Context: an optimization exercise on an open-source flow, tuned for small area, a short achievable clock period and few clock cycles per item. The choices shown serve that exercise and are no tape-out recipe.
RTL that was checked went through simulation tests only; none was proved equivalent to the original.
Power and IR drop assume default switching activity.

## run A
## core
module core
(
    input  logic        clk,
    input  logic        cpu_rstn,
    output logic [31:0] instr_rd_addr,
    output logic [31:0] instr_wr_addr,
    output logic [31:0] instr_wr_data,
    input  logic [31:0] instr_rd_data,
    output logic [3:0]  instr_wr_strobe,
    output logic [31:0] data_rd_addr,
    output logic [31:0] data_wr_addr,
    output logic [31:0] data_wr_data,
    input  logic [31:0] data_rd_data,
    output logic [3:0]  data_wr_strobe
);
    logic [29:0] pc_f;            
    logic        v_d;
    logic        fr_d;            
    logic [31:0] ir_d;
    logic [29:0] pc_d;
    logic [31:0] a_x, b_x;        
    logic [29:0] alt_x;           
    logic [4:0]  rd_x;
    logic        wen_x, ld_x, st_x, jalr_x, ar_x;
    logic        kill_x;          
    logic [5:0]  mc_x;            
    logic [2:0]  f3_x;
    logic        sub_x, sra_x;
    logic [2:0]  sel_x;           
    logic        fa_x, fb_x;      
    logic        bm_x, bx_x, bi_x;  
    logic        wen_m, ld_m;
    logic [4:0]  rd_m;
    logic [2:0]  f3_m;
    logic [31:0] res_m, sd_m;
    logic [3:0]  stb_m;
  ...
Size: about 5600 cells after synthesis, ~270 I/O pins, roughly 65000 um^2 of cells after synthesis.
export LEC_CHECK = 0
export ABC_CLOCK_PERIOD_IN_PS = 4000
export CAP_MARGIN = 20
export CORE_MARGIN = 2
export CORE_UTILIZATION = 40
export SLEW_MARGIN = 20
create_clock -name core_clock -period 13.0 [get_ports {clk}]
standard.sh (not shown) runs the stock make flow with config.mk's settings and CLKGATE_MAP_FILE= SYNTH_SCRIPT=/design/flow/synth_recipe.tcl, a recipe that flattens the netlist after the stock synthesis.
==> flow/flow/run.sh <==
#!/bin/bash
# Standard ORFS layout, with the resizer asked for extra setup slack so that it
# optimises the paths well below the 13 ns constraint, and the ports buffered
# with plain buffers.
set -euo pipefail
bash standard.sh SETUP_SLACK_MARGIN=9.4 "BUFFER_PORTS_ARGS=-buffer_cell sky130_fd_sc_hd__buf_2" finish > flow_std.log 2>&1
Testbench counts of run A, summed over its fixed seeds: cycles 144,976, instructions 132,254.
Relative to run A, the following input files were edited for run B:
==> flow/flow/run.sh <==
#!/bin/bash
# Standard ORFS layout, with the resizer asked for extra setup slack so that it
# optimises the paths well below the 13 ns constraint, and the ports buffered
# with plain buffers.
set -euo pipefail
bash standard.sh SETUP_SLACK_MARGIN=9 "BUFFER_PORTS_ARGS=-buffer_cell sky130_fd_sc_hd__buf_2" finish > flow_std.log 2>&1
==> run notes <==
- All of run A and run B finish clean.
- Sum of routed wire length over all layers of run B falls short of that of run A by a few percent.
- Run A → run B: final worst setup slack dropped 110 ps, global-route usage down 0.82 points, fraction of area in multi-input gates went down by 0.32 points.
- Compared with run A, run B shows a number of instances resized during post-cts repair that is 262 lower.
- Run B against run A: maximum frequency went down; met3 layer usage reported by global route shrank by 2.4 points; logic depth of the worst register-to-register path shows an increase of 3.
Changes in run C relative to run B:
Settings: CORE_UTILIZATION now 45, was 40.
--- outcome ---
Run C completed every stage of the flow, and the final layout passed the timing, design-rule and antenna checks. For multi-input gate share of the layout cell area, run B and run C come out practically identical. Run C: ratio of final minimum period to clock period 0.66 points above run B. Of run B and run C, the run reporting the higher share of total power in combinational logic was run B.
[inputs] run D vs run C
Settings: a change of CORE_UTILIZATION from 45 to 40.
==> flow/flow/run.sh <==
#!/bin/bash
# Standard ORFS layout, with the resizer asked for extra setup slack so that it
# optimises the paths well below the 13 ns constraint, and the ports buffered
# with plain buffers.
set -euo pipefail
bash standard.sh SETUP_SLACK_MARGIN=9 "BUFFER_PORTS_ARGS=-buffer_cell sky130_fd_sc_hd__buf_4" finish > flow_std.log 2>&1
--- outcome ---
Run D: full flow OK, the timing, design-rule and antenna checks passed
Total half-perimeter wirelength after legalization and detailed placement (run D over run C): increase, about 0.8%
Run D against run C: met2 track demand over resource in global routing decreased by 7.1 points relative to the old numbers; final area increased by 670 um^2 relative to the old numbers.
Area added between synthesis and finish for run D: 1.0 points up relative to run C

== red ==
Another version of the RTL of core (not shown whole).
Size in the first run: ~5,600 cells after synthesis, about 1,400 flip-flops, about 270 I/O pins, ~74,000 um2 of cells after synthesis.
==> flow/design.v (excerpt) <==
module core
(
    input  logic        clk,
    input  logic        cpu_rstn,
    output logic [31:0] instr_rd_addr,
    output logic [31:0] instr_wr_addr,
    output logic [31:0] instr_wr_data,
    input  logic [31:0] instr_rd_data,
    output logic [3:0]  instr_wr_strobe,
    output logic [31:0] data_rd_addr,
    output logic [31:0] data_wr_addr,
    output logic [31:0] data_wr_data,
    input  logic [31:0] data_rd_data,
    output logic [3:0]  data_wr_strobe
);
clock: 13.0 ns
lec_check: 0
cap_margin: 20
core_margin: 2
core_utilization: 40
slew_margin: 20
run.sh (not shown) runs the stock make flow with config.mk's settings and CLKGATE_MAP_FILE= SYNTH_SCRIPT=/design/flow/synth_recipe.tcl, a recipe that flattens the netlist after the stock synthesis.
Stock flow here: none of the scripts above is used.
red did not stop at any stage, and its layout met the timing, design-rule and antenna checks.
> inputs changed (red -> blue)
Settings: setting ABC_CLOCK_PERIOD_IN_PS to 4000 for the first time.
==> flow/flow/run.sh (new file) <==
#!/bin/bash
# Standard ORFS layout, with the resizer asked for extra setup slack so that it
# optimises the paths well below the 13 ns constraint.
set -euo pipefail
bash standard.sh SETUP_SLACK_MARGIN=9 finish > flow_std.log 2>&1
==> flow/standard.sh (new file) <==
#!/bin/bash
# synth_recipe.tcl (not shown) runs the flow's synth.tcl, then flattens the netlist and writes it again
# the make line also repeats each setting of config.mk as NAME=value (left out here)
make -C /OpenROAD-flow-scripts/flow DESIGN_CONFIG=/design/flow/config.mk WORK_HOME=/design/flow/orfs CLKGATE_MAP_FILE= SYNTH_SCRIPT=/design/flow/synth_recipe.tcl "${@:-finish}"
removed: flow/run.sh
### Flow results
Compare red and blue | filler cell count lower: blue. Going from red to blue, total length of routed met2 wires shows an increase of about 7%, clock insertion delay at the later pin of the skew report now smaller, combinational power now larger, wire length rose 20,000 um, setup slack shows an increase of 1.71 ns.
Function was not checked in any run of this note: the RTL went through the layout flow alone.

port drivers added, routing unchanged:
The results above use ideal ports. As a check the final layouts listed here were re-extracted and re-timed, cells and wires unchanged. Step 1 assumes that a clkbuf_16 drives the clock port and a buf_2 every other input. Step 2, shift: input delay + t, output delay - t, t = (earliest + latest rising clock arrival at the registers) / 2. This alone moves slack from input paths to output paths. Slacks: no drivers / after step 1 / after step 2; pairs: no drivers / after step 1.
| run | t (ns) | slack for setup (ns) | clock arrival spread, ns | worst slew at a driven data input, ns | pins driven straight from the clock port |
|---|---|---|---|---|---|
| run A | 0.876 | 8.758 / 8.784 / 7.908 | 0.074 / 0.074 | 0.07 | 1 |
| run B | 0.889 | 8.649 / 8.686 / 7.797 | 0.070 / 0.070 | 0.07 | 1 |
| run C | 0.871 | 8.563 / 8.563 / 7.955 | 0.069 / 0.069 | 0.05 | 1 |
| run D | 0.885 | 8.694 / 8.694 / 7.900 | 0.061 / 0.060 | 0.06 | 1 |
| red | 0.883 | 6.791 / 6.791 / 6.791 | 0.081 / 0.081 | 0.05 | 1 |
| blue | 0.885 | 8.506 / 8.506 / 8.219 | 0.051 / 0.051 | 0.09 | 1 |
After both steps every run listed still meets setup and hold. The setup slack of run B, which loses most, moves by +0.037 ns with the drivers and by -0.852 ns with both steps.
